Background: an optimization exercise with open tools, aiming at small area. Do not read the settings as production practice.
In this exercise RTL edits were held to simulation tests only and were not proved equivalent to the original.
Power and IR drop assume default switching activity.

==> flow/design.v <==
module pe_first(x, w, pi, po);
input [7:0] x, w;
input [15:0] pi;
output [17:0] po;
wire n1, n2, n3, n4, n5, n6, n7, n8, n9, n10, n11, n12, n13, n14, n15, n16, n17, n18, n19, n20, n21, n22, n23, n24, n25, n26, n27, n28, n29, n30, n31, n32, n33, n34, n35, n36, n37, n38, n39, n40, n41, n42, n43, n44, n45, n46, n47, n48, n49, n50, n51, n52, n53, n54, n55, n56, n57, n58, n59, n60, n61, n62, n63, n64, n65, n66, n67, n68, n69, n70, n71, n72, n73, n74, n75, n76, n77, n78, n79, n80, n81, n82, n83, n84, n85, n86, n87, n88, n89, n90, n91, n92, n93, n94, n95, n96, n97, n98, n99, n100, n101, n102, n103, n104, n105, n106, n107, n108, n109, n110, n111, n112, n113, n114, n115, n116, n117, n118, n119, n120, n121, n122, n123, n124, n125, n126, n127, n128, n129, n130, n131, n132, n133, n134, n135, n136, n137, n138, n139, n140, n141, n142, n143, n144, n145, n146, n147, n148, n149, n150, n151, n152, n153, n154, n155, n156, n157, n158, n159, n160, n161, n162, n163, n164, n165, n166, n167, n168, n169, n170, n171, n172, n173, n174, n175, n176, n177, n178, n179, n180, n181, n182, n183, n184, n185, n186, n187, n188, n189, n190, n191, n192, n193, n194, n195, n196, n197, n198, n199, n200, n201, n202;
assign n1 = (x[0] & w[0]);
assign n2 = (x[0] & w[1]);
assign n3 = (x[0] & w[2]);
assign n4 = (x[0] & w[3]);
assign n5 = (x[0] & w[4]);
assign n6 = (x[0] & w[5]);
assign n7 = (x[0] & w[6]);
assign n8 = ~(x[0] & w[7]);
assign n9 = (x[1] & w[0]);
assign n10 = (x[1] & w[1]);
assign n11 = (x[1] & w[2]);
assign n12 = (x[1] & w[3]);
assign n13 = (x[1] & w[4]);
assign n14 = (x[1] & w[5]);
assign n15 = (x[1] & w[6]);
assign n16 = ~(x[1] & w[7]);
assign n17 = (x[2] & w[0]);
assign n18 = (x[2] & w[1]);
assign n19 = (x[2] & w[2]);
assign n20 = (x[2] & w[3]);
assign n21 = (x[2] & w[4]);
assign n22 = (x[2] & w[5]);
assign n23 = (x[2] & w[6]);
assign n24 = ~(x[2] & w[7]);
assign n25 = (x[3] & w[0]);
assign n26 = (x[3] & w[1]);
assign n27 = (x[3] & w[2]);
assign n28 = (x[3] & w[3]);
assign n29 = (x[3] & w[4]);
assign n30 = (x[3] & w[5]);
assign n31 = (x[3] & w[6]);
assign n32 = ~(x[3] & w[7]);
assign n33 = (x[4] & w[0]);
assign n34 = (x[4] & w[1]);
assign n35 = (x[4] & w[2]);
assign n36 = (x[4] & w[3]);
assign n37 = (x[4] & w[4]);
assign n38 = (x[4] & w[5]);
assign n39 = (x[4] & w[6]);
assign n40 = ~(x[4] & w[7]);
assign n41 = (x[5] & w[0]);
assign n42 = (x[5] & w[1]);
assign n43 = (x[5] & w[2]);
assign n44 = (x[5] & w[3]);
assign n45 = (x[5] & w[4]);
assign n46 = (x[5] & w[5]);
assign n47 = (x[5] & w[6]);
assign n48 = ~(x[5] & w[7]);
assign n49 = (x[6] & w[0]);
assign n50 = (x[6] & w[1]);
assign n51 = (x[6] & w[2]);
assign n52 = (x[6] & w[3]);
assign n53 = (x[6] & w[4]);
assign n54 = (x[6] & w[5]);
assign n55 = (x[6] & w[6]);
assign n56 = ~(x[6] & w[7]);
assign n57 = ~(x[7] & w[0]);
assign n58 = ~(x[7] & w[1]);
assign n59 = ~(x[7] & w[2]);
assign n60 = ~(x[7] & w[3]);
assign n61 = ~(x[7] & w[4]);
assign n62 = ~(x[7] & w[5]);
assign n63 = ~(x[7] & w[6]);
assign n64 = (x[7] & w[7]);
assign n65 = pi[0] ^ n1;
assign n66 = pi[0] & n1;
assign n67 = pi[1] ^ n2 ^ n9;
assign n68 = (pi[1] & n2) | (pi[1] & n9) | (n2 & n9);
assign n69 = n66 ^ n67;
assign n70 = n66 & n67;
assign n71 = pi[2] ^ n3 ^ n10;
assign n72 = (pi[2] & n3) | (pi[2] & n10) | (n3 & n10);
assign n73 = n17 ^ n68 ^ n71;
assign n74 = (n17 & n68) | (n17 & n71) | (n68 & n71);
assign n75 = n70 ^ n73;
assign n76 = n70 & n73;
assign n77 = pi[3] ^ n4 ^ n11;
assign n78 = (pi[3] & n4) | (pi[3] & n11) | (n4 & n11);
assign n79 = n18 ^ n25 ^ n72;
assign n80 = (n18 & n25) | (n18 & n72) | (n25 & n72);
assign n81 = n77 ^ n74 ^ n79;
assign n82 = (n77 & n74) | (n77 & n79) | (n74 & n79);
assign n83 = n76 ^ n81;
assign n84 = n76 & n81;
assign n85 = pi[4] ^ n5 ^ n12;
assign n86 = (pi[4] & n5) | (pi[4] & n12) | (n5 & n12);
assign n87 = n19 ^ n26 ^ n33;
assign n88 = (n19 & n26) | (n19 & n33) | (n26 & n33);
assign n89 = n78 ^ n85 ^ n87;
assign n90 = (n78 & n85) | (n78 & n87) | (n85 & n87);
assign n91 = n80 ^ n89 ^ n82;
assign n92 = (n80 & n89) | (n80 & n82) | (n89 & n82);
assign n93 = n84 ^ n91;
assign n94 = n84 & n91;
assign n95 = pi[5] ^ n6 ^ n13;
assign n96 = (pi[5] & n6) | (pi[5] & n13) | (n6 & n13);
assign n97 = n20 ^ n27 ^ n34;
assign n98 = (n20 & n27) | (n20 & n34) | (n27 & n34);
assign n99 = n41 ^ n86 ^ n88;
assign n100 = (n41 & n86) | (n41 & n88) | (n86 & n88);
assign n101 = n95 ^ n97 ^ n90;
assign n102 = (n95 & n97) | (n95 & n90) | (n97 & n90);
assign n103 = n99 ^ n101 ^ n92;
assign n104 = (n99 & n101) | (n99 & n92) | (n101 & n92);
assign n105 = n94 ^ n103;
assign n106 = n94 & n103;
assign n107 = pi[6] ^ n7 ^ n14;
assign n108 = (pi[6] & n7) | (pi[6] & n14) | (n7 & n14);
assign n109 = n21 ^ n28 ^ n35;
assign n110 = (n21 & n28) | (n21 & n35) | (n28 & n35);
assign n111 = n42 ^ n49 ^ n96;
assign n112 = (n42 & n49) | (n42 & n96) | (n49 & n96);
assign n113 = n98 ^ n107 ^ n109;
assign n114 = (n98 & n107) | (n98 & n109) | (n107 & n109);
assign n115 = n100 ^ n111 ^ n113;
assign n116 = (n100 & n111) | (n100 & n113) | (n111 & n113);
assign n117 = n102 ^ n115 ^ n104;
assign n118 = (n102 & n115) | (n102 & n104) | (n115 & n104);
assign n119 = pi[7] ^ n8 ^ n15;
assign n120 = (pi[7] & n8) | (pi[7] & n15) | (n8 & n15);
assign n121 = n22 ^ n29 ^ n36;
assign n122 = (n22 & n29) | (n22 & n36) | (n29 & n36);
assign n123 = n43 ^ n50 ^ n57;
assign n124 = (n43 & n50) | (n43 & n57) | (n50 & n57);
assign n125 = n108 ^ n110 ^ n119;
assign n126 = (n108 & n110) | (n108 & n119) | (n110 & n119);
assign n127 = n121 ^ n123 ^ n112;
assign n128 = (n121 & n123) | (n121 & n112) | (n123 & n112);
assign n129 = n114 ^ n125 ^ n127;
assign n130 = (n114 & n125) | (n114 & n127) | (n125 & n127);
assign n131 = n116 ^ n129 ^ n118;
assign n132 = (n116 & n129) | (n116 & n118) | (n129 & n118);
assign n133 = pi[8] ^ n16 ^ n23;
assign n134 = (pi[8] & n16) | (pi[8] & n23) | (n16 & n23);
assign n135 = n30 ^ n37 ^ n44;
assign n136 = (n30 & n37) | (n30 & n44) | (n37 & n44);
assign n137 = n51 ^ n58 ^ n120;
assign n138 = (n51 & n58) | (n51 & n120) | (n58 & n120);
assign n139 = n122 ^ n124 ^ n133;
assign n140 = (n122 & n124) | (n122 & n133) | (n124 & n133);
assign n141 = n135 ^ n126 ^ n137;
assign n142 = (n135 & n126) | (n135 & n137) | (n126 & n137);
assign n143 = n139 ^ n128 ^ n141;
assign n144 = (n139 & n128) | (n139 & n141) | (n128 & n141);
assign n145 = n130 ^ n143 ^ n132;
assign n146 = (n130 & n143) | (n130 & n132) | (n143 & n132);
assign n147 = pi[9] ^ n24 ^ n31;
assign n148 = (pi[9] & n24) | (pi[9] & n31) | (n24 & n31);
assign n149 = n38 ^ n45 ^ n52;
assign n150 = (n38 & n45) | (n38 & n52) | (n45 & n52);
assign n151 = n59 ^ n134 ^ n136;
assign n152 = (n59 & n134) | (n59 & n136) | (n134 & n136);
assign n153 = n147 ^ n149 ^ n138;
assign n154 = (n147 & n149) | (n147 & n138) | (n149 & n138);
assign n155 = n140 ^ n151 ^ n142;
assign n156 = (n140 & n151) | (n140 & n142) | (n151 & n142);
assign n157 = n153 ^ n144 ^ n155;
assign n158 = (n153 & n144) | (n153 & n155) | (n144 & n155);
assign n159 = n157 ^ n146;
assign n160 = n157 & n146;
assign n161 = pi[10] ^ n32 ^ n39;
assign n162 = (pi[10] & n32) | (pi[10] & n39) | (n32 & n39);
assign n163 = n46 ^ n53 ^ n60;
assign n164 = (n46 & n53) | (n46 & n60) | (n53 & n60);
assign n165 = n148 ^ n150 ^ n161;
assign n166 = (n148 & n150) | (n148 & n161) | (n150 & n161);
assign n167 = n163 ^ n152 ^ n165;
assign n168 = (n163 & n152) | (n163 & n165) | (n152 & n165);
assign n169 = n154 ^ n167 ^ n156;
assign n170 = (n154 & n167) | (n154 & n156) | (n167 & n156);
assign n171 = n158 ^ n169 ^ n160;
assign n172 = (n158 & n169) | (n158 & n160) | (n169 & n160);
assign n173 = pi[11] ^ n40 ^ n47;
assign n174 = (pi[11] & n40) | (pi[11] & n47) | (n40 & n47);
assign n175 = n54 ^ n61 ^ n162;
assign n176 = (n54 & n61) | (n54 & n162) | (n61 & n162);
assign n177 = n164 ^ n173 ^ n166;
assign n178 = (n164 & n173) | (n164 & n166) | (n173 & n166);
assign n179 = n175 ^ n168 ^ n177;
assign n180 = (n175 & n168) | (n175 & n177) | (n168 & n177);
assign n181 = n179 ^ n170;
assign n182 = n179 & n170;
assign n183 = pi[12] ^ n48 ^ n55;
assign n184 = (pi[12] & n48) | (pi[12] & n55) | (n48 & n55);
assign n185 = n62 ^ n174 ^ n183;
assign n186 = (n62 & n174) | (n62 & n183) | (n174 & n183);
assign n187 = n176 ^ n185 ^ n178;
assign n188 = (n176 & n185) | (n176 & n178) | (n185 & n178);
assign n189 = n180 ^ n187 ^ n182;
assign n190 = (n180 & n187) | (n180 & n182) | (n187 & n182);
assign n191 = pi[13] ^ n56 ^ n63;
assign n192 = (pi[13] & n56) | (pi[13] & n63) | (n56 & n63);
assign n193 = n184 ^ n191 ^ n186;
assign n194 = (n184 & n191) | (n184 & n186) | (n191 & n186);
assign n195 = n193 ^ n188 ^ n190;
assign n196 = (n193 & n188) | (n193 & n190) | (n188 & n190);
assign n197 = pi[14] ^ n64 ^ n192;
assign n198 = (pi[14] & n64) | (pi[14] & n192) | (n64 & n192);
assign n199 = n197 ^ n194 ^ n196;
assign n200 = (n197 & n194) | (n197 & n196) | (n194 & n196);
assign n201 = pi[15] ^ n198;
assign n202 = n201 ^ n200;
assign po = {n172, n117, n202, n199, n195, n189, n181, n171, n159, n145, n131, n106, n105, n93, n83, n75, n69, n65};
endmodule
module pe_mid(x, w, pi, po);
input [7:0] x, w;
input [17:0] pi;
output [17:0] po;
wire n1, n2, n3, n4, n5, n6, n7, n8, n9, n10, n11, n12, n13, n14, n15, n16, n17, n18, n19, n20, n21, n22, n23, n24, n25, n26, n27, n28, n29, n30, n31, n32, n33, n34, n35, n36, n37, n38, n39, n40, n41, n42, n43, n44, n45, n46, n47, n48, n49, n50, n51, n52, n53, n54, n55, n56, n57, n58, n59, n60, n61, n62, n63, n64, n65, n66, n67, n68, n69, n70, n71, n72, n73, n74, n75, n76, n77, n78, n79, n80, n81, n82, n83, n84, n85, n86, n87, n88, n89, n90, n91, n92, n93, n94, n95, n96, n97, n98, n99, n100, n101, n102, n103, n104, n105, n106, n107, n108, n109, n110, n111, n112, n113, n114, n115, n116, n117, n118, n119, n120, n121, n122, n123, n124, n125, n126, n127, n128, n129, n130, n131, n132, n133, n134, n135, n136, n137, n138, n139, n140, n141, n142, n143, n144, n145, n146, n147, n148, n149, n150, n151, n152, n153, n154, n155, n156, n157, n158, n159, n160, n161, n162, n163, n164, n165, n166, n167, n168, n169, n170, n171, n172, n173, n174, n175, n176, n177, n178, n179, n180, n181, n182, n183, n184, n185, n186, n187, n188, n189, n190, n191, n192, n193, n194, n195, n196, n197, n198, n199, n200, n201, n202, n203, n204, n205, n206, n207, n208;
assign n1 = (x[0] & w[0]);
assign n2 = (x[0] & w[1]);
assign n3 = (x[0] & w[2]);
assign n4 = (x[0] & w[3]);
assign n5 = (x[0] & w[4]);
assign n6 = (x[0] & w[5]);
assign n7 = (x[0] & w[6]);
assign n8 = ~(x[0] & w[7]);
assign n9 = (x[1] & w[0]);
assign n10 = (x[1] & w[1]);
assign n11 = (x[1] & w[2]);
assign n12 = (x[1] & w[3]);
assign n13 = (x[1] & w[4]);
assign n14 = (x[1] & w[5]);
assign n15 = (x[1] & w[6]);
assign n16 = ~(x[1] & w[7]);
assign n17 = (x[2] & w[0]);
assign n18 = (x[2] & w[1]);
assign n19 = (x[2] & w[2]);
assign n20 = (x[2] & w[3]);
assign n21 = (x[2] & w[4]);
assign n22 = (x[2] & w[5]);
assign n23 = (x[2] & w[6]);
assign n24 = ~(x[2] & w[7]);
assign n25 = (x[3] & w[0]);
assign n26 = (x[3] & w[1]);
assign n27 = (x[3] & w[2]);
assign n28 = (x[3] & w[3]);
assign n29 = (x[3] & w[4]);
assign n30 = (x[3] & w[5]);
assign n31 = (x[3] & w[6]);
assign n32 = ~(x[3] & w[7]);
assign n33 = (x[4] & w[0]);
assign n34 = (x[4] & w[1]);
assign n35 = (x[4] & w[2]);
assign n36 = (x[4] & w[3]);
assign n37 = (x[4] & w[4]);
assign n38 = (x[4] & w[5]);
assign n39 = (x[4] & w[6]);
assign n40 = ~(x[4] & w[7]);
assign n41 = (x[5] & w[0]);
assign n42 = (x[5] & w[1]);
assign n43 = (x[5] & w[2]);
assign n44 = (x[5] & w[3]);
assign n45 = (x[5] & w[4]);
assign n46 = (x[5] & w[5]);
assign n47 = (x[5] & w[6]);
assign n48 = ~(x[5] & w[7]);
assign n49 = (x[6] & w[0]);
assign n50 = (x[6] & w[1]);
assign n51 = (x[6] & w[2]);
assign n52 = (x[6] & w[3]);
assign n53 = (x[6] & w[4]);
assign n54 = (x[6] & w[5]);
assign n55 = (x[6] & w[6]);
assign n56 = ~(x[6] & w[7]);
assign n57 = ~(x[7] & w[0]);
assign n58 = ~(x[7] & w[1]);
assign n59 = ~(x[7] & w[2]);
assign n60 = ~(x[7] & w[3]);
assign n61 = ~(x[7] & w[4]);
assign n62 = ~(x[7] & w[5]);
assign n63 = ~(x[7] & w[6]);
assign n64 = (x[7] & w[7]);
assign n65 = pi[0] ^ n1;
assign n66 = pi[0] & n1;
assign n67 = pi[1] ^ n2 ^ n9;
assign n68 = (pi[1] & n2) | (pi[1] & n9) | (n2 & n9);
assign n69 = n66 ^ n67;
assign n70 = n66 & n67;
assign n71 = pi[2] ^ n3 ^ n10;
assign n72 = (pi[2] & n3) | (pi[2] & n10) | (n3 & n10);
assign n73 = n17 ^ n68 ^ n71;
assign n74 = (n17 & n68) | (n17 & n71) | (n68 & n71);
assign n75 = n70 ^ n73;
assign n76 = n70 & n73;
assign n77 = pi[3] ^ n4 ^ n11;
assign n78 = (pi[3] & n4) | (pi[3] & n11) | (n4 & n11);
assign n79 = n18 ^ n25 ^ n72;
assign n80 = (n18 & n25) | (n18 & n72) | (n25 & n72);
assign n81 = n77 ^ n74 ^ n79;
assign n82 = (n77 & n74) | (n77 & n79) | (n74 & n79);
assign n83 = n76 ^ n81;
assign n84 = n76 & n81;
assign n85 = pi[4] ^ n5 ^ n12;
assign n86 = (pi[4] & n5) | (pi[4] & n12) | (n5 & n12);
assign n87 = n19 ^ n26 ^ n33;
assign n88 = (n19 & n26) | (n19 & n33) | (n26 & n33);
assign n89 = n78 ^ n85 ^ n87;
assign n90 = (n78 & n85) | (n78 & n87) | (n85 & n87);
assign n91 = n80 ^ n89 ^ n82;
assign n92 = (n80 & n89) | (n80 & n82) | (n89 & n82);
assign n93 = n84 ^ n91;
assign n94 = n84 & n91;
assign n95 = pi[5] ^ n6 ^ n13;
assign n96 = (pi[5] & n6) | (pi[5] & n13) | (n6 & n13);
assign n97 = n20 ^ n27 ^ n34;
assign n98 = (n20 & n27) | (n20 & n34) | (n27 & n34);
assign n99 = n41 ^ n86 ^ n88;
assign n100 = (n41 & n86) | (n41 & n88) | (n86 & n88);
assign n101 = n95 ^ n97 ^ n90;
assign n102 = (n95 & n97) | (n95 & n90) | (n97 & n90);
assign n103 = n99 ^ n101 ^ n92;
assign n104 = (n99 & n101) | (n99 & n92) | (n101 & n92);
assign n105 = n94 ^ n103;
assign n106 = n94 & n103;
assign n107 = pi[6] ^ pi[16] ^ n7;
assign n108 = (pi[6] & pi[16]) | (pi[6] & n7) | (pi[16] & n7);
assign n109 = n14 ^ n21 ^ n28;
assign n110 = (n14 & n21) | (n14 & n28) | (n21 & n28);
assign n111 = n35 ^ n42 ^ n49;
assign n112 = (n35 & n42) | (n35 & n49) | (n42 & n49);
assign n113 = n96 ^ n98 ^ n107;
assign n114 = (n96 & n98) | (n96 & n107) | (n98 & n107);
assign n115 = n109 ^ n111 ^ n100;
assign n116 = (n109 & n111) | (n109 & n100) | (n111 & n100);
assign n117 = n113 ^ n102 ^ n115;
assign n118 = (n113 & n102) | (n113 & n115) | (n102 & n115);
assign n119 = n117 ^ n104;
assign n120 = n117 & n104;
assign n121 = pi[7] ^ n8 ^ n15;
assign n122 = (pi[7] & n8) | (pi[7] & n15) | (n8 & n15);
assign n123 = n22 ^ n29 ^ n36;
assign n124 = (n22 & n29) | (n22 & n36) | (n29 & n36);
assign n125 = n43 ^ n50 ^ n57;
assign n126 = (n43 & n50) | (n43 & n57) | (n50 & n57);
assign n127 = n108 ^ n110 ^ n112;
assign n128 = (n108 & n110) | (n108 & n112) | (n110 & n112);
assign n129 = n121 ^ n123 ^ n125;
assign n130 = (n121 & n123) | (n121 & n125) | (n123 & n125);
assign n131 = n114 ^ n127 ^ n129;
assign n132 = (n114 & n127) | (n114 & n129) | (n127 & n129);
assign n133 = n116 ^ n131 ^ n118;
assign n134 = (n116 & n131) | (n116 & n118) | (n131 & n118);
assign n135 = n133 ^ n120;
assign n136 = n133 & n120;
assign n137 = pi[8] ^ n16 ^ n23;
assign n138 = (pi[8] & n16) | (pi[8] & n23) | (n16 & n23);
assign n139 = n30 ^ n37 ^ n44;
assign n140 = (n30 & n37) | (n30 & n44) | (n37 & n44);
assign n141 = n51 ^ n58 ^ n122;
assign n142 = (n51 & n58) | (n51 & n122) | (n58 & n122);
assign n143 = n124 ^ n126 ^ n137;
assign n144 = (n124 & n126) | (n124 & n137) | (n126 & n137);
assign n145 = n139 ^ n128 ^ n130;
assign n146 = (n139 & n128) | (n139 & n130) | (n128 & n130);
assign n147 = n141 ^ n143 ^ n132;
assign n148 = (n141 & n143) | (n141 & n132) | (n143 & n132);
assign n149 = n145 ^ n147 ^ n134;
assign n150 = (n145 & n147) | (n145 & n134) | (n147 & n134);
assign n151 = n136 ^ n149;
assign n152 = n136 & n149;
assign n153 = pi[9] ^ n24 ^ n31;
assign n154 = (pi[9] & n24) | (pi[9] & n31) | (n24 & n31);
assign n155 = n38 ^ n45 ^ n52;
assign n156 = (n38 & n45) | (n38 & n52) | (n45 & n52);
assign n157 = n59 ^ n138 ^ n140;
assign n158 = (n59 & n138) | (n59 & n140) | (n138 & n140);
assign n159 = n153 ^ n155 ^ n142;
assign n160 = (n153 & n155) | (n153 & n142) | (n155 & n142);
assign n161 = n144 ^ n157 ^ n146;
assign n162 = (n144 & n157) | (n144 & n146) | (n157 & n146);
assign n163 = n159 ^ n148 ^ n161;
assign n164 = (n159 & n148) | (n159 & n161) | (n148 & n161);
assign n165 = n163 ^ n150 ^ n152;
assign n166 = (n163 & n150) | (n163 & n152) | (n150 & n152);
assign n167 = pi[10] ^ n32 ^ n39;
assign n168 = (pi[10] & n32) | (pi[10] & n39) | (n32 & n39);
assign n169 = n46 ^ n53 ^ n60;
assign n170 = (n46 & n53) | (n46 & n60) | (n53 & n60);
assign n171 = n154 ^ n156 ^ n167;
assign n172 = (n154 & n156) | (n154 & n167) | (n156 & n167);
assign n173 = n169 ^ n158 ^ n171;
assign n174 = (n169 & n158) | (n169 & n171) | (n158 & n171);
assign n175 = n160 ^ n173 ^ n162;
assign n176 = (n160 & n173) | (n160 & n162) | (n173 & n162);
assign n177 = n164 ^ n175 ^ n166;
assign n178 = (n164 & n175) | (n164 & n166) | (n175 & n166);
assign n179 = pi[11] ^ pi[17] ^ n40;
assign n180 = (pi[11] & pi[17]) | (pi[11] & n40) | (pi[17] & n40);
assign n181 = n47 ^ n54 ^ n61;
assign n182 = (n47 & n54) | (n47 & n61) | (n54 & n61);
assign n183 = n168 ^ n170 ^ n179;
assign n184 = (n168 & n170) | (n168 & n179) | (n170 & n179);
assign n185 = n181 ^ n172 ^ n183;
assign n186 = (n181 & n172) | (n181 & n183) | (n172 & n183);
assign n187 = n174 ^ n185 ^ n176;
assign n188 = (n174 & n185) | (n174 & n176) | (n185 & n176);
assign n189 = pi[12] ^ n48 ^ n55;
assign n190 = (pi[12] & n48) | (pi[12] & n55) | (n48 & n55);
assign n191 = n62 ^ n180 ^ n182;
assign n192 = (n62 & n180) | (n62 & n182) | (n180 & n182);
assign n193 = n189 ^ n184 ^ n191;
assign n194 = (n189 & n184) | (n189 & n191) | (n184 & n191);
assign n195 = n186 ^ n193 ^ n188;
assign n196 = (n186 & n193) | (n186 & n188) | (n193 & n188);
assign n197 = pi[13] ^ n56 ^ n63;
assign n198 = (pi[13] & n56) | (pi[13] & n63) | (n56 & n63);
assign n199 = n190 ^ n197 ^ n192;
assign n200 = (n190 & n197) | (n190 & n192) | (n197 & n192);
assign n201 = n194 ^ n199 ^ n196;
assign n202 = (n194 & n199) | (n194 & n196) | (n199 & n196);
assign n203 = pi[14] ^ n64 ^ n198;
assign n204 = (pi[14] & n64) | (pi[14] & n198) | (n64 & n198);
assign n205 = n203 ^ n200 ^ n202;
assign n206 = (n203 & n200) | (n203 & n202) | (n200 & n202);
assign n207 = pi[15] ^ n204;
assign n208 = n207 ^ n206;
assign po = {n178, n106, n208, n205, n201, n195, n187, n177, n165, n151, n135, n119, n105, n93, n83, n75, n69, n65};
endmodule
module pe_resolve(pi, po);
input [17:0] pi;
output [15:0] po;
wire r1, r2, r3, r4, r5, r6, r7, r8, r9, r10, r11, r12, r13, r14, r15, r16, r17, r18, r19, r20, r21;
assign r1 = pi[6] ^ pi[16];
assign r2 = pi[6] & pi[16];
assign r3 = pi[7] ^ r2;
assign r4 = pi[7] & r2;
assign r5 = pi[8] ^ r4;
assign r6 = pi[8] & r4;
assign r7 = pi[9] ^ r6;
assign r8 = pi[9] & r6;
assign r9 = pi[10] ^ r8;
assign r10 = pi[10] & r8;
assign r11 = 1'b1 ^ pi[11] ^ pi[17];
assign r12 = (1'b1 & pi[11]) | (1'b1 & pi[17]) | (pi[11] & pi[17]);
assign r13 = r11 ^ r10;
assign r14 = r11 & r10;
assign r15 = pi[12] ^ r12 ^ r14;
assign r16 = (pi[12] & r12) | (pi[12] & r14) | (r12 & r14);
assign r17 = pi[13] ^ r16;
assign r18 = pi[13] & r16;
assign r19 = pi[14] ^ r18;
assign r20 = pi[14] & r18;
assign r21 = pi[15] ^ r20;
assign po = {r21, r19, r17, r15, r13, r9, r7, r5, r3, r1, pi[5], pi[4], pi[3], pi[2], pi[1], pi[0]};
endmodule
module systolic_pe_array(clk,rst,load_wght,ifmap0,ifmap1,ifmap2,ifmap3,ifmap4,ifmap5,ifmap6,ifmap7,wght0,wght1,wght2,wght3,wght4,wght5,wght6,wght7,sum_in0,sum_in1,sum_in2,sum_in3,sum_in4,sum_in5,sum_in6,sum_in7,accum0,accum1,accum2,accum3,accum4,accum5,accum6,accum7);
input clk, rst, load_wght;
input [7:0] ifmap0, ifmap1, ifmap2, ifmap3, ifmap4, ifmap5, ifmap6, ifmap7;
input [7:0] wght0, wght1, wght2, wght3, wght4, wght5, wght6, wght7;
input [15:0] sum_in0, sum_in1, sum_in2, sum_in3, sum_in4, sum_in5, sum_in6, sum_in7;
output [15:0] accum0, accum1, accum2, accum3, accum4, accum5, accum6, accum7;
reg [4:0] cnt;
always @(posedge clk or posedge rst)
    if (rst) cnt <= 5'd0;
    else if (!cnt[4]) cnt <= cnt + 5'd1;
wire vld = cnt[4];
wire vld0 = cnt[4] | (&cnt[3:0]);
reg [7:0] w0_0, w0_1, w0_2, w0_3, w0_4, w0_5, w0_6, w0_7;
reg [7:0] w1_0, w1_1, w1_2, w1_3, w1_4, w1_5, w1_6, w1_7;
reg [7:0] w2_0, w2_1, w2_2, w2_3, w2_4, w2_5, w2_6, w2_7;
reg [7:0] w3_0, w3_1, w3_2, w3_3, w3_4, w3_5, w3_6, w3_7;
reg [7:0] w4_0, w4_1, w4_2, w4_3, w4_4, w4_5, w4_6, w4_7;
reg [7:0] w5_0, w5_1, w5_2, w5_3, w5_4, w5_5, w5_6, w5_7;
reg [7:0] w6_0, w6_1, w6_2, w6_3, w6_4, w6_5, w6_6, w6_7;
reg [7:0] w7_0, w7_1, w7_2, w7_3, w7_4, w7_5, w7_6, w7_7;
always @(posedge clk)
    if (rst) begin
        w0_0 <= 8'd0; w0_1 <= 8'd0; w0_2 <= 8'd0; w0_3 <= 8'd0; w0_4 <= 8'd0; w0_5 <= 8'd0; w0_6 <= 8'd0; w0_7 <= 8'd0;
        w1_0 <= 8'd0; w1_1 <= 8'd0; w1_2 <= 8'd0; w1_3 <= 8'd0; w1_4 <= 8'd0; w1_5 <= 8'd0; w1_6 <= 8'd0; w1_7 <= 8'd0;
        w2_0 <= 8'd0; w2_1 <= 8'd0; w2_2 <= 8'd0; w2_3 <= 8'd0; w2_4 <= 8'd0; w2_5 <= 8'd0; w2_6 <= 8'd0; w2_7 <= 8'd0;
        w3_0 <= 8'd0; w3_1 <= 8'd0; w3_2 <= 8'd0; w3_3 <= 8'd0; w3_4 <= 8'd0; w3_5 <= 8'd0; w3_6 <= 8'd0; w3_7 <= 8'd0;
        w4_0 <= 8'd0; w4_1 <= 8'd0; w4_2 <= 8'd0; w4_3 <= 8'd0; w4_4 <= 8'd0; w4_5 <= 8'd0; w4_6 <= 8'd0; w4_7 <= 8'd0;
        w5_0 <= 8'd0; w5_1 <= 8'd0; w5_2 <= 8'd0; w5_3 <= 8'd0; w5_4 <= 8'd0; w5_5 <= 8'd0; w5_6 <= 8'd0; w5_7 <= 8'd0;
        w6_0 <= 8'd0; w6_1 <= 8'd0; w6_2 <= 8'd0; w6_3 <= 8'd0; w6_4 <= 8'd0; w6_5 <= 8'd0; w6_6 <= 8'd0; w6_7 <= 8'd0;
        w7_0 <= 8'd0; w7_1 <= 8'd0; w7_2 <= 8'd0; w7_3 <= 8'd0; w7_4 <= 8'd0; w7_5 <= 8'd0; w7_6 <= 8'd0; w7_7 <= 8'd0;
    end else if (load_wght) begin
        w0_0 <= wght0; w0_1 <= w0_0; w0_2 <= w0_1; w0_3 <= w0_2; w0_4 <= w0_3; w0_5 <= w0_4; w0_6 <= w0_5; w0_7 <= w0_6;
        w1_0 <= wght1; w1_1 <= w1_0; w1_2 <= w1_1; w1_3 <= w1_2; w1_4 <= w1_3; w1_5 <= w1_4; w1_6 <= w1_5; w1_7 <= w1_6;
        w2_0 <= wght2; w2_1 <= w2_0; w2_2 <= w2_1; w2_3 <= w2_2; w2_4 <= w2_3; w2_5 <= w2_4; w2_6 <= w2_5; w2_7 <= w2_6;
        w3_0 <= wght3; w3_1 <= w3_0; w3_2 <= w3_1; w3_3 <= w3_2; w3_4 <= w3_3; w3_5 <= w3_4; w3_6 <= w3_5; w3_7 <= w3_6;
        w4_0 <= wght4; w4_1 <= w4_0; w4_2 <= w4_1; w4_3 <= w4_2; w4_4 <= w4_3; w4_5 <= w4_4; w4_6 <= w4_5; w4_7 <= w4_6;
        w5_0 <= wght5; w5_1 <= w5_0; w5_2 <= w5_1; w5_3 <= w5_2; w5_4 <= w5_3; w5_5 <= w5_4; w5_6 <= w5_5; w5_7 <= w5_6;
        w6_0 <= wght6; w6_1 <= w6_0; w6_2 <= w6_1; w6_3 <= w6_2; w6_4 <= w6_3; w6_5 <= w6_4; w6_6 <= w6_5; w6_7 <= w6_6;
        w7_0 <= wght7; w7_1 <= w7_0; w7_2 <= w7_1; w7_3 <= w7_2; w7_4 <= w7_3; w7_5 <= w7_4; w7_6 <= w7_5; w7_7 <= w7_6;
    end
reg [7:0] x0_1, x0_2, x0_3, x0_4, x0_5, x0_6, x0_7, x0_8;
reg [7:0] x1_1, x1_2, x1_3, x1_4, x1_5, x1_6, x1_7, x1_8, x1_9;
reg [7:0] x2_1, x2_2, x2_3, x2_4, x2_5, x2_6, x2_7, x2_8, x2_9, x2_10;
reg [7:0] x3_1, x3_2, x3_3, x3_4, x3_5, x3_6, x3_7, x3_8, x3_9, x3_10, x3_11;
reg [7:0] x4_1, x4_2, x4_3, x4_4, x4_5, x4_6, x4_7, x4_8, x4_9, x4_10, x4_11, x4_12;
reg [7:0] x5_1, x5_2, x5_3, x5_4, x5_5, x5_6, x5_7, x5_8, x5_9, x5_10, x5_11, x5_12, x5_13;
reg [7:0] x6_1, x6_2, x6_3, x6_4, x6_5, x6_6, x6_7, x6_8, x6_9, x6_10, x6_11, x6_12, x6_13, x6_14;
reg [7:0] x7_1, x7_2, x7_3, x7_4, x7_5, x7_6, x7_7, x7_8, x7_9, x7_10, x7_11, x7_12, x7_13, x7_14, x7_15;
always @(posedge clk) begin
    x0_1 <= ifmap0; x0_2 <= x0_1; x0_3 <= x0_2; x0_4 <= x0_3; x0_5 <= x0_4; x0_6 <= x0_5; x0_7 <= x0_6; x0_8 <= x0_7;
    x1_1 <= ifmap1; x1_2 <= x1_1; x1_3 <= x1_2; x1_4 <= x1_3; x1_5 <= x1_4; x1_6 <= x1_5; x1_7 <= x1_6; x1_8 <= x1_7; x1_9 <= x1_8;
    x2_1 <= ifmap2; x2_2 <= x2_1; x2_3 <= x2_2; x2_4 <= x2_3; x2_5 <= x2_4; x2_6 <= x2_5; x2_7 <= x2_6; x2_8 <= x2_7; x2_9 <= x2_8; x2_10 <= x2_9;
    x3_1 <= ifmap3; x3_2 <= x3_1; x3_3 <= x3_2; x3_4 <= x3_3; x3_5 <= x3_4; x3_6 <= x3_5; x3_7 <= x3_6; x3_8 <= x3_7; x3_9 <= x3_8; x3_10 <= x3_9; x3_11 <= x3_10;
    x4_1 <= ifmap4; x4_2 <= x4_1; x4_3 <= x4_2; x4_4 <= x4_3; x4_5 <= x4_4; x4_6 <= x4_5; x4_7 <= x4_6; x4_8 <= x4_7; x4_9 <= x4_8; x4_10 <= x4_9; x4_11 <= x4_10; x4_12 <= x4_11;
    x5_1 <= ifmap5; x5_2 <= x5_1; x5_3 <= x5_2; x5_4 <= x5_3; x5_5 <= x5_4; x5_6 <= x5_5; x5_7 <= x5_6; x5_8 <= x5_7; x5_9 <= x5_8; x5_10 <= x5_9; x5_11 <= x5_10; x5_12 <= x5_11; x5_13 <= x5_12;
    x6_1 <= ifmap6; x6_2 <= x6_1; x6_3 <= x6_2; x6_4 <= x6_3; x6_5 <= x6_4; x6_6 <= x6_5; x6_7 <= x6_6; x6_8 <= x6_7; x6_9 <= x6_8; x6_10 <= x6_9; x6_11 <= x6_10; x6_12 <= x6_11; x6_13 <= x6_12; x6_14 <= x6_13;
    x7_1 <= ifmap7; x7_2 <= x7_1; x7_3 <= x7_2; x7_4 <= x7_3; x7_5 <= x7_4; x7_6 <= x7_5; x7_7 <= x7_6; x7_8 <= x7_7; x7_9 <= x7_8; x7_10 <= x7_9; x7_11 <= x7_10; x7_12 <= x7_11; x7_13 <= x7_12; x7_14 <= x7_13; x7_15 <= x7_14;
end
reg [15:0] s0_1;
always @(posedge clk) begin
    s0_1 <= sum_in0;
end
wire [17:0] m0_0;
reg [17:0] p0_0;
pe_first u0_0(.x(x0_1), .w(w0_0), .pi(s0_1), .po(m0_0));
always @(posedge clk) p0_0 <= m0_0;
wire [17:0] m0_1;
reg [17:0] p0_1;
pe_mid u0_1(.x(x1_2), .w(w0_1), .pi(p0_0), .po(m0_1));
always @(posedge clk) p0_1 <= m0_1;
wire [17:0] m0_2;
reg [17:0] p0_2;
pe_mid u0_2(.x(x2_3), .w(w0_2), .pi(p0_1), .po(m0_2));
always @(posedge clk) p0_2 <= m0_2;
wire [17:0] m0_3;
reg [17:0] p0_3;
pe_mid u0_3(.x(x3_4), .w(w0_3), .pi(p0_2), .po(m0_3));
always @(posedge clk) p0_3 <= m0_3;
wire [17:0] m0_4;
reg [17:0] p0_4;
pe_mid u0_4(.x(x4_5), .w(w0_4), .pi(p0_3), .po(m0_4));
always @(posedge clk) p0_4 <= m0_4;
wire [17:0] m0_5;
reg [17:0] p0_5;
pe_mid u0_5(.x(x5_6), .w(w0_5), .pi(p0_4), .po(m0_5));
always @(posedge clk) p0_5 <= m0_5;
wire [17:0] m0_6;
reg [17:0] p0_6;
pe_mid u0_6(.x(x6_7), .w(w0_6), .pi(p0_5), .po(m0_6));
always @(posedge clk) p0_6 <= m0_6;
wire [17:0] m0_7;
reg [17:0] p0_7;
pe_mid u0_7(.x(x7_8), .w(w0_7), .pi(p0_6), .po(m0_7));
always @(posedge clk) p0_7 <= m0_7;
wire [15:0] f0;
pe_resolve v0(.pi(p0_7), .po(f0));
reg [15:0] q0_1, q0_2, q0_3, q0_4, q0_5, q0_6, q0_7;
always @(posedge clk) begin
    q0_1 <= f0; q0_2 <= q0_1; q0_3 <= q0_2; q0_4 <= q0_3; q0_5 <= q0_4; q0_6 <= q0_5; q0_7 <= q0_6;
end
assign accum0 = q0_7 & {16{vld0}};
reg [15:0] s1_1, s1_2;
always @(posedge clk) begin
    s1_1 <= sum_in1; s1_2 <= s1_1;
end
wire [17:0] m1_0;
reg [17:0] p1_0;
pe_first u1_0(.x(x0_2), .w(w1_0), .pi(s1_2), .po(m1_0));
always @(posedge clk) p1_0 <= m1_0;
wire [17:0] m1_1;
reg [17:0] p1_1;
pe_mid u1_1(.x(x1_3), .w(w1_1), .pi(p1_0), .po(m1_1));
always @(posedge clk) p1_1 <= m1_1;
wire [17:0] m1_2;
reg [17:0] p1_2;
pe_mid u1_2(.x(x2_4), .w(w1_2), .pi(p1_1), .po(m1_2));
always @(posedge clk) p1_2 <= m1_2;
wire [17:0] m1_3;
reg [17:0] p1_3;
pe_mid u1_3(.x(x3_5), .w(w1_3), .pi(p1_2), .po(m1_3));
always @(posedge clk) p1_3 <= m1_3;
wire [17:0] m1_4;
reg [17:0] p1_4;
pe_mid u1_4(.x(x4_6), .w(w1_4), .pi(p1_3), .po(m1_4));
always @(posedge clk) p1_4 <= m1_4;
wire [17:0] m1_5;
reg [17:0] p1_5;
pe_mid u1_5(.x(x5_7), .w(w1_5), .pi(p1_4), .po(m1_5));
always @(posedge clk) p1_5 <= m1_5;
wire [17:0] m1_6;
reg [17:0] p1_6;
pe_mid u1_6(.x(x6_8), .w(w1_6), .pi(p1_5), .po(m1_6));
always @(posedge clk) p1_6 <= m1_6;
wire [17:0] m1_7;
reg [17:0] p1_7;
pe_mid u1_7(.x(x7_9), .w(w1_7), .pi(p1_6), .po(m1_7));
always @(posedge clk) p1_7 <= m1_7;
wire [15:0] f1;
pe_resolve v1(.pi(p1_7), .po(f1));
reg [15:0] q1_1, q1_2, q1_3, q1_4, q1_5, q1_6;
always @(posedge clk) begin
    q1_1 <= f1; q1_2 <= q1_1; q1_3 <= q1_2; q1_4 <= q1_3; q1_5 <= q1_4; q1_6 <= q1_5;
end
assign accum1 = q1_6 & {16{vld}};
reg [15:0] s2_1, s2_2, s2_3;
always @(posedge clk) begin
    s2_1 <= sum_in2; s2_2 <= s2_1; s2_3 <= s2_2;
end
wire [17:0] m2_0;
reg [17:0] p2_0;
pe_first u2_0(.x(x0_3), .w(w2_0), .pi(s2_3), .po(m2_0));
always @(posedge clk) p2_0 <= m2_0;
wire [17:0] m2_1;
reg [17:0] p2_1;
pe_mid u2_1(.x(x1_4), .w(w2_1), .pi(p2_0), .po(m2_1));
always @(posedge clk) p2_1 <= m2_1;
wire [17:0] m2_2;
reg [17:0] p2_2;
pe_mid u2_2(.x(x2_5), .w(w2_2), .pi(p2_1), .po(m2_2));
always @(posedge clk) p2_2 <= m2_2;
wire [17:0] m2_3;
reg [17:0] p2_3;
pe_mid u2_3(.x(x3_6), .w(w2_3), .pi(p2_2), .po(m2_3));
always @(posedge clk) p2_3 <= m2_3;
wire [17:0] m2_4;
reg [17:0] p2_4;
pe_mid u2_4(.x(x4_7), .w(w2_4), .pi(p2_3), .po(m2_4));
always @(posedge clk) p2_4 <= m2_4;
wire [17:0] m2_5;
reg [17:0] p2_5;
pe_mid u2_5(.x(x5_8), .w(w2_5), .pi(p2_4), .po(m2_5));
always @(posedge clk) p2_5 <= m2_5;
wire [17:0] m2_6;
reg [17:0] p2_6;
pe_mid u2_6(.x(x6_9), .w(w2_6), .pi(p2_5), .po(m2_6));
always @(posedge clk) p2_6 <= m2_6;
wire [17:0] m2_7;
reg [17:0] p2_7;
pe_mid u2_7(.x(x7_10), .w(w2_7), .pi(p2_6), .po(m2_7));
always @(posedge clk) p2_7 <= m2_7;
wire [15:0] f2;
pe_resolve v2(.pi(p2_7), .po(f2));
reg [15:0] q2_1, q2_2, q2_3, q2_4, q2_5;
always @(posedge clk) begin
    q2_1 <= f2; q2_2 <= q2_1; q2_3 <= q2_2; q2_4 <= q2_3; q2_5 <= q2_4;
end
assign accum2 = q2_5 & {16{vld}};
reg [15:0] s3_1, s3_2, s3_3, s3_4;
always @(posedge clk) begin
    s3_1 <= sum_in3; s3_2 <= s3_1; s3_3 <= s3_2; s3_4 <= s3_3;
end
wire [17:0] m3_0;
reg [17:0] p3_0;
pe_first u3_0(.x(x0_4), .w(w3_0), .pi(s3_4), .po(m3_0));
always @(posedge clk) p3_0 <= m3_0;
wire [17:0] m3_1;
reg [17:0] p3_1;
pe_mid u3_1(.x(x1_5), .w(w3_1), .pi(p3_0), .po(m3_1));
always @(posedge clk) p3_1 <= m3_1;
wire [17:0] m3_2;
reg [17:0] p3_2;
pe_mid u3_2(.x(x2_6), .w(w3_2), .pi(p3_1), .po(m3_2));
always @(posedge clk) p3_2 <= m3_2;
wire [17:0] m3_3;
reg [17:0] p3_3;
pe_mid u3_3(.x(x3_7), .w(w3_3), .pi(p3_2), .po(m3_3));
always @(posedge clk) p3_3 <= m3_3;
wire [17:0] m3_4;
reg [17:0] p3_4;
pe_mid u3_4(.x(x4_8), .w(w3_4), .pi(p3_3), .po(m3_4));
always @(posedge clk) p3_4 <= m3_4;
wire [17:0] m3_5;
reg [17:0] p3_5;
pe_mid u3_5(.x(x5_9), .w(w3_5), .pi(p3_4), .po(m3_5));
always @(posedge clk) p3_5 <= m3_5;
wire [17:0] m3_6;
reg [17:0] p3_6;
pe_mid u3_6(.x(x6_10), .w(w3_6), .pi(p3_5), .po(m3_6));
always @(posedge clk) p3_6 <= m3_6;
wire [17:0] m3_7;
reg [17:0] p3_7;
pe_mid u3_7(.x(x7_11), .w(w3_7), .pi(p3_6), .po(m3_7));
always @(posedge clk) p3_7 <= m3_7;
wire [15:0] f3;
pe_resolve v3(.pi(p3_7), .po(f3));
reg [15:0] q3_1, q3_2, q3_3, q3_4;
always @(posedge clk) begin
    q3_1 <= f3; q3_2 <= q3_1; q3_3 <= q3_2; q3_4 <= q3_3;
end
assign accum3 = q3_4 & {16{vld}};
reg [15:0] s4_1, s4_2, s4_3, s4_4, s4_5;
always @(posedge clk) begin
    s4_1 <= sum_in4; s4_2 <= s4_1; s4_3 <= s4_2; s4_4 <= s4_3; s4_5 <= s4_4;
end
wire [17:0] m4_0;
reg [17:0] p4_0;
pe_first u4_0(.x(x0_5), .w(w4_0), .pi(s4_5), .po(m4_0));
always @(posedge clk) p4_0 <= m4_0;
wire [17:0] m4_1;
reg [17:0] p4_1;
pe_mid u4_1(.x(x1_6), .w(w4_1), .pi(p4_0), .po(m4_1));
always @(posedge clk) p4_1 <= m4_1;
wire [17:0] m4_2;
reg [17:0] p4_2;
pe_mid u4_2(.x(x2_7), .w(w4_2), .pi(p4_1), .po(m4_2));
always @(posedge clk) p4_2 <= m4_2;
wire [17:0] m4_3;
reg [17:0] p4_3;
pe_mid u4_3(.x(x3_8), .w(w4_3), .pi(p4_2), .po(m4_3));
always @(posedge clk) p4_3 <= m4_3;
wire [17:0] m4_4;
reg [17:0] p4_4;
pe_mid u4_4(.x(x4_9), .w(w4_4), .pi(p4_3), .po(m4_4));
always @(posedge clk) p4_4 <= m4_4;
wire [17:0] m4_5;
reg [17:0] p4_5;
pe_mid u4_5(.x(x5_10), .w(w4_5), .pi(p4_4), .po(m4_5));
always @(posedge clk) p4_5 <= m4_5;
wire [17:0] m4_6;
reg [17:0] p4_6;
pe_mid u4_6(.x(x6_11), .w(w4_6), .pi(p4_5), .po(m4_6));
always @(posedge clk) p4_6 <= m4_6;
wire [17:0] m4_7;
reg [17:0] p4_7;
pe_mid u4_7(.x(x7_12), .w(w4_7), .pi(p4_6), .po(m4_7));
always @(posedge clk) p4_7 <= m4_7;
wire [15:0] f4;
pe_resolve v4(.pi(p4_7), .po(f4));
reg [15:0] q4_1, q4_2, q4_3;
always @(posedge clk) begin
    q4_1 <= f4; q4_2 <= q4_1; q4_3 <= q4_2;
end
assign accum4 = q4_3 & {16{vld}};
reg [15:0] s5_1, s5_2, s5_3, s5_4, s5_5, s5_6;
always @(posedge clk) begin
    s5_1 <= sum_in5; s5_2 <= s5_1; s5_3 <= s5_2; s5_4 <= s5_3; s5_5 <= s5_4; s5_6 <= s5_5;
end
wire [17:0] m5_0;
reg [17:0] p5_0;
pe_first u5_0(.x(x0_6), .w(w5_0), .pi(s5_6), .po(m5_0));
always @(posedge clk) p5_0 <= m5_0;
wire [17:0] m5_1;
reg [17:0] p5_1;
pe_mid u5_1(.x(x1_7), .w(w5_1), .pi(p5_0), .po(m5_1));
always @(posedge clk) p5_1 <= m5_1;
wire [17:0] m5_2;
reg [17:0] p5_2;
pe_mid u5_2(.x(x2_8), .w(w5_2), .pi(p5_1), .po(m5_2));
always @(posedge clk) p5_2 <= m5_2;
wire [17:0] m5_3;
reg [17:0] p5_3;
pe_mid u5_3(.x(x3_9), .w(w5_3), .pi(p5_2), .po(m5_3));
always @(posedge clk) p5_3 <= m5_3;
wire [17:0] m5_4;
reg [17:0] p5_4;
pe_mid u5_4(.x(x4_10), .w(w5_4), .pi(p5_3), .po(m5_4));
always @(posedge clk) p5_4 <= m5_4;
wire [17:0] m5_5;
reg [17:0] p5_5;
pe_mid u5_5(.x(x5_11), .w(w5_5), .pi(p5_4), .po(m5_5));
always @(posedge clk) p5_5 <= m5_5;
wire [17:0] m5_6;
reg [17:0] p5_6;
pe_mid u5_6(.x(x6_12), .w(w5_6), .pi(p5_5), .po(m5_6));
always @(posedge clk) p5_6 <= m5_6;
wire [17:0] m5_7;
reg [17:0] p5_7;
pe_mid u5_7(.x(x7_13), .w(w5_7), .pi(p5_6), .po(m5_7));
always @(posedge clk) p5_7 <= m5_7;
wire [15:0] f5;
pe_resolve v5(.pi(p5_7), .po(f5));
reg [15:0] q5_1, q5_2;
always @(posedge clk) begin
    q5_1 <= f5; q5_2 <= q5_1;
end
assign accum5 = q5_2 & {16{vld}};
reg [15:0] s6_1, s6_2, s6_3, s6_4, s6_5, s6_6, s6_7;
always @(posedge clk) begin
    s6_1 <= sum_in6; s6_2 <= s6_1; s6_3 <= s6_2; s6_4 <= s6_3; s6_5 <= s6_4; s6_6 <= s6_5; s6_7 <= s6_6;
end
wire [17:0] m6_0;
reg [17:0] p6_0;
pe_first u6_0(.x(x0_7), .w(w6_0), .pi(s6_7), .po(m6_0));
always @(posedge clk) p6_0 <= m6_0;
wire [17:0] m6_1;
reg [17:0] p6_1;
pe_mid u6_1(.x(x1_8), .w(w6_1), .pi(p6_0), .po(m6_1));
always @(posedge clk) p6_1 <= m6_1;
wire [17:0] m6_2;
reg [17:0] p6_2;
pe_mid u6_2(.x(x2_9), .w(w6_2), .pi(p6_1), .po(m6_2));
always @(posedge clk) p6_2 <= m6_2;
wire [17:0] m6_3;
reg [17:0] p6_3;
pe_mid u6_3(.x(x3_10), .w(w6_3), .pi(p6_2), .po(m6_3));
always @(posedge clk) p6_3 <= m6_3;
wire [17:0] m6_4;
reg [17:0] p6_4;
pe_mid u6_4(.x(x4_11), .w(w6_4), .pi(p6_3), .po(m6_4));
always @(posedge clk) p6_4 <= m6_4;
wire [17:0] m6_5;
reg [17:0] p6_5;
pe_mid u6_5(.x(x5_12), .w(w6_5), .pi(p6_4), .po(m6_5));
always @(posedge clk) p6_5 <= m6_5;
wire [17:0] m6_6;
reg [17:0] p6_6;
pe_mid u6_6(.x(x6_13), .w(w6_6), .pi(p6_5), .po(m6_6));
always @(posedge clk) p6_6 <= m6_6;
wire [17:0] m6_7;
reg [17:0] p6_7;
pe_mid u6_7(.x(x7_14), .w(w6_7), .pi(p6_6), .po(m6_7));
always @(posedge clk) p6_7 <= m6_7;
wire [15:0] f6;
pe_resolve v6(.pi(p6_7), .po(f6));
reg [15:0] q6_1;
always @(posedge clk) begin
    q6_1 <= f6;
end
assign accum6 = q6_1 & {16{vld}};
reg [15:0] s7_1, s7_2, s7_3, s7_4, s7_5, s7_6, s7_7, s7_8;
always @(posedge clk) begin
    s7_1 <= sum_in7; s7_2 <= s7_1; s7_3 <= s7_2; s7_4 <= s7_3; s7_5 <= s7_4; s7_6 <= s7_5; s7_7 <= s7_6; s7_8 <= s7_7;
end
wire [17:0] m7_0;
reg [17:0] p7_0;
pe_first u7_0(.x(x0_8), .w(w7_0), .pi(s7_8), .po(m7_0));
always @(posedge clk) p7_0 <= m7_0;
wire [17:0] m7_1;
reg [17:0] p7_1;
pe_mid u7_1(.x(x1_9), .w(w7_1), .pi(p7_0), .po(m7_1));
always @(posedge clk) p7_1 <= m7_1;
wire [17:0] m7_2;
reg [17:0] p7_2;
pe_mid u7_2(.x(x2_10), .w(w7_2), .pi(p7_1), .po(m7_2));
always @(posedge clk) p7_2 <= m7_2;
wire [17:0] m7_3;
reg [17:0] p7_3;
pe_mid u7_3(.x(x3_11), .w(w7_3), .pi(p7_2), .po(m7_3));
always @(posedge clk) p7_3 <= m7_3;
wire [17:0] m7_4;
reg [17:0] p7_4;
pe_mid u7_4(.x(x4_12), .w(w7_4), .pi(p7_3), .po(m7_4));
always @(posedge clk) p7_4 <= m7_4;
wire [17:0] m7_5;
reg [17:0] p7_5;
pe_mid u7_5(.x(x5_13), .w(w7_5), .pi(p7_4), .po(m7_5));
always @(posedge clk) p7_5 <= m7_5;
wire [17:0] m7_6;
reg [17:0] p7_6;
pe_mid u7_6(.x(x6_14), .w(w7_6), .pi(p7_5), .po(m7_6));
always @(posedge clk) p7_6 <= m7_6;
wire [17:0] m7_7;
reg [17:0] p7_7;
pe_mid u7_7(.x(x7_15), .w(w7_7), .pi(p7_6), .po(m7_7));
always @(posedge clk) p7_7 <= m7_7;
wire [15:0] f7;
pe_resolve v7(.pi(p7_7), .po(f7));
assign accum7 = f7 & {16{vld}};
endmodule
==> flow/run.sh <==
#!/bin/bash
# synth_recipe.tcl (not shown) runs the flow's synth.tcl, then flattens the netlist and writes it again
# the make line also repeats each setting of config.mk as NAME=value (left out here)
make -C /OpenROAD-flow-scripts/flow DESIGN_CONFIG=/design/flow/config.mk WORK_HOME=/design/flow/orfs CLKGATE_MAP_FILE= SYNTH_SCRIPT=/design/flow/synth_recipe.tcl finish
==> flow/config.mk <==
export PLATFORM = sky130hd
export DESIGN_NAME = systolic_pe_array
export DESIGN_NICKNAME = systolic_pe_array
export VERILOG_FILES = /design/flow/design.v
export SDC_FILE = /design/flow/constraint.sdc
export NUM_CORES = 4
export LEC_CHECK = 0
export CAP_MARGIN = 20
export CORE_MARGIN = 2
export CORE_UTILIZATION = 40
export SLEW_MARGIN = 20
==> flow/constraint.sdc <==
create_clock -name core_clock -period 5.5 [get_ports {clk}]
set_input_delay 1.1000 -clock core_clock [delete_from_list [all_inputs] [get_ports {clk}]]
set_output_delay 1.1000 -clock core_clock [all_outputs]
set_load 0.01 [all_outputs]
==> impl_metrics.csv <==
group,metric,value,unit
run_status,status,"timing/DRC/antenna clean",
worst_setup_path,critPathRequiredTime,6.36,ns
route,wl_per_cell,15.6,um
global_route,grt_pass1_vias,126000,
pwr,power_density,469,nW/um2
yosys,seq_area_frac_synth,0.335,
yosys,yosysUniqueCellTypes,23,
pwr,peakVddDrop,0.331,mV
timing,tns,0,ns
yosys,synth_area_leader_cell,"fa_1",
placement,place_inst,24900,
clock_tree,clk_latency,0.99,ns
route,wirelength,399,mm
worst_hold_path,whs_path_depth,0,
yosys,synth.top_cell.area_share,0.387,
pwr,clkPwrFrac,0.254,
timing,hold_viol,0,
worst_setup_path,cpMaxStageDelayCell,"dfxtp_1",
worst_setup_path,rr_startpoint,"x1_8[3]",
pwr,p_sw,0.0383,W
global_route,grt-ovfl-total,0,
finish,final_common_cell,"inv_1",
yosys,netlist_area,205000,um2
timing,rsz0062_at_grt,"false",
timing,fin_crit,5.04,ns
global_route,met1_usage,0.216,
finish,final_util,0.450,
pwr,p_comb_frac,0.418,
floorplan,dieArea,518000,um2
yosys,synth_fp_nets,23100,
worst_setup_path,slowest_delay,0.66,ns
worst_setup_path,cp.depth,12,
finish,nets,23500,
timing,skew,0.0537,ns
yosys,ys_ff_latch,3429,
clock_tree,clkTransAtPathRegs,0.06,ns
global_route,grt_use_met3,0.0253,
finish,final_cells,25600,
yosys,synth_area_leaders,"fa_1 (39%), dfxtp_1 (33%), inv_1 (7.7%), and2_1 (7.3%), ha_1 (3.9%)",
global_route,grt_first_pass_wirelength,667,mm
yosys,yosys_warnings,1,
global_route,grt_util_all_layers,0.158,
flow_run,cap_violations,0,
pwr,internal-power,0.0693,W
route,num_vias,113000,
route,drt-initial-drc-count,4193,
global_route,antenna_found_initial,32,
floorplan,rows,262,
timing,max_slew_margin,0.449,
worst_hold_path,min-delay-start,"s6_1[3]",
clock_tree,cts.repair.resized,0,
yosys,netlist_instances,18300,
finish,syn_to_final_growth,12.0,%
clock_tree,cts_root_buffer,"clkbuf_16",
clock_tree,cts_max_path_buffers,4,
clock_tree,hold_buffers,0,
global_route,grt.busiest_layer,"met2",
finish,final_cell_mix,"inv_1 (4204), fa_1 (3960), dfxtp_1 (3424)",
timing,final_max_slew_viol_count,0,
clock_tree,post_cts_buffers,0,
worst_setup_path,crit_fanout,9,
worst_hold_path,hp-class,"reg2reg",
worst_setup_path,path_common_cell,"fa_1",
clock_tree,cts_tree,"yes",
finish,layout-drive-gt1-share,0.0453,
clock_tree,clkSinkCount,3429,
placement,hpwl,307,mm
worst_setup_path,endpoint_kind,"flip-flop",
timing,max_freq,198,MHz
route,postRouteAntennaNets,0,
worst_setup_path,critPathTopFamily,"adder cells",
pwr,cellLeakagePower,107,nW
floorplan,ios,387,
route,route.detailed.drc,0,
worst_setup_path,timing_worst_setup_path_type,"reg2reg",
placement,place.gp.congestion,0.818,
pwr,p_seq_frac,0.328,
timing,setup_viol,0,
worst_setup_path,critPathBufInv,1,
placement,io_buffers,386,
route,avgViaCountPerCell,4.41,
route,drt_first_pass_iters,6,
worst_setup_path,worstRegToRegCells,12,
pwr,p_sw_frac,0.356,
worst_setup_path,start_kind,"flip-flop",
floorplan,die_y,720,um
floorplan,die_w,720,um
floorplan,start_util,0.402,
floorplan,core_area,510000,um2
worst_setup_path,startpoint,"x1_8[3]",
clock_tree,cts_made_buffers,382,
global_route,grt_max_degree,122,
global_route,grt_util_met2,0.263,
timing,tightest_slew,0.826,ns
worst_setup_path,worstPathArrival,5.90,ns
timing,timing.final.crit_share,0.917,
worst_setup_path,crit_chain,"and2_1 > fa_1 > fa_1 > inv_1 > fa_1 > fa_1 > fa_1 > fa_1 > fa_1 > fa_1 > xor2_1 > xnor2_1",
clock_tree,h-tree-depth,5,
yosys,syn_area_per_cell,11.2,um2
-- metrics by stage --
stage	worst slack [ns]	power, W	hold slack (ns)	cell area [um2]
floorplan	0.711	0.0674	0.310	205000
global placement	0.448	0.0813	0.310	216000
detailed placement	0.382	0.0825	0.312	216000
CTS	0.372	0.111	0.291	230000
global route	0.160	0.119	0.299	230000
finish	0.459	0.108	0.292	230000
-- per-layer routing --
| metal | up-vias | part of all wire | wire, um |
|---|---|---|---|
| met2 | 1608 | 0.48 | 193000 |
| li1 | 52400 | - | - |
| met3 | 589 | 0.041 | 16500 |
| met4 | 20 | 0.021 | 8480 |
| met1 | 58600 | 0.45 | 181000 |
| met5 | - | 0.00031 | 125 |
-- synthesized netlist by cell type, drive strengths merged --
cell type     n
a31oi         1
and2       2383
buf         106
clkbuf      534
dfrtp         5
dfxtp      3424
fa         3960
ha          641
inv        4204
mux2          1
mux2i       512
nand2      1824
nand2b        1
nand4b        1
nor2        512
nor2b        17
xnor2        67
xor2         72
-- layout make-up --
cell class	count	area, um2
fillers	47100	280000
multi-input cells	9992	117000
flip-flops and latches	3429	68700
inverters	4204	15800
clock buffers	501	10800
well taps	6732	8420
repair buffers	581	5480
clock inverters	204	2980
diodes	6	15.0
-- kinds of logic after synthesis --
family / after synthesis / share of synthesized area
AOI/OAI and AO/OA: 1 / 0.000104
xor gates and xnor gates: 139 / 0.00594
adders and majority gates: 4601 / 0.426
buffers and inverters: 4844 / 0.0921
DFF: 3429 / 0.335
muxes: 513 / 0.0251
and+or+nand+nor: 4738 / 0.116
-- path summary, 6_finish.rpt --
check                           end  slack (ns)
setup / recovery           p6_1[15]        0.46
hold / removal              s6_2[3]        0.29
setup reg to reg           p6_1[15]        0.46
hold reg to reg             s6_2[3]        0.29
max in group asynchronous    cnt[4]        4.76
min in group asynchronous    cnt[4]        0.51
-- power groups by stage --
| stage | sequential (W) | clock, W | combinational (W) |
|---|---|---|---|
| after floorplan | 0.0343 | 0 | 0.0331 |
| after global placement | 0.0359 | 0 | 0.0454 |
| after detailed placement | 0.0360 | 0 | 0.0465 |
| after CTS | 0.0354 | 0.0283 | 0.0468 |
| after global routing | 0.0359 | 0.0293 | 0.0540 |
| final | 0.0352 | 0.0273 | 0.0450 |

-- re-timing with driven ports --
No port has a modelled driver above. Below, the same layout with a new extraction and two added sets of constraints. Step 1 sets driving cells, clkbuf_16 on the clock port and buf_2 on the other inputs (assumed; they add their load-dependent delay and slew). Step 2 adds t to the input delays and takes it off the output delays; t is the mean of the earliest and latest rising clock arrival at the registers after step 1. Input paths then give back, and output paths get back, about the clock's delay inside the block. a / b / c = ideal ports / drivers / drivers and shift; a / b = the first two.
t (ns): 1.098
slack for setup (ns): 0.459 / 0.459 / 0.459
worst register clock-pin slew, ns: 0.07 / 0.07
After both steps setup and hold are still met in this run. The setup slack of this run moves by 0.000 ns with the drivers and by 0.000 ns with both steps.
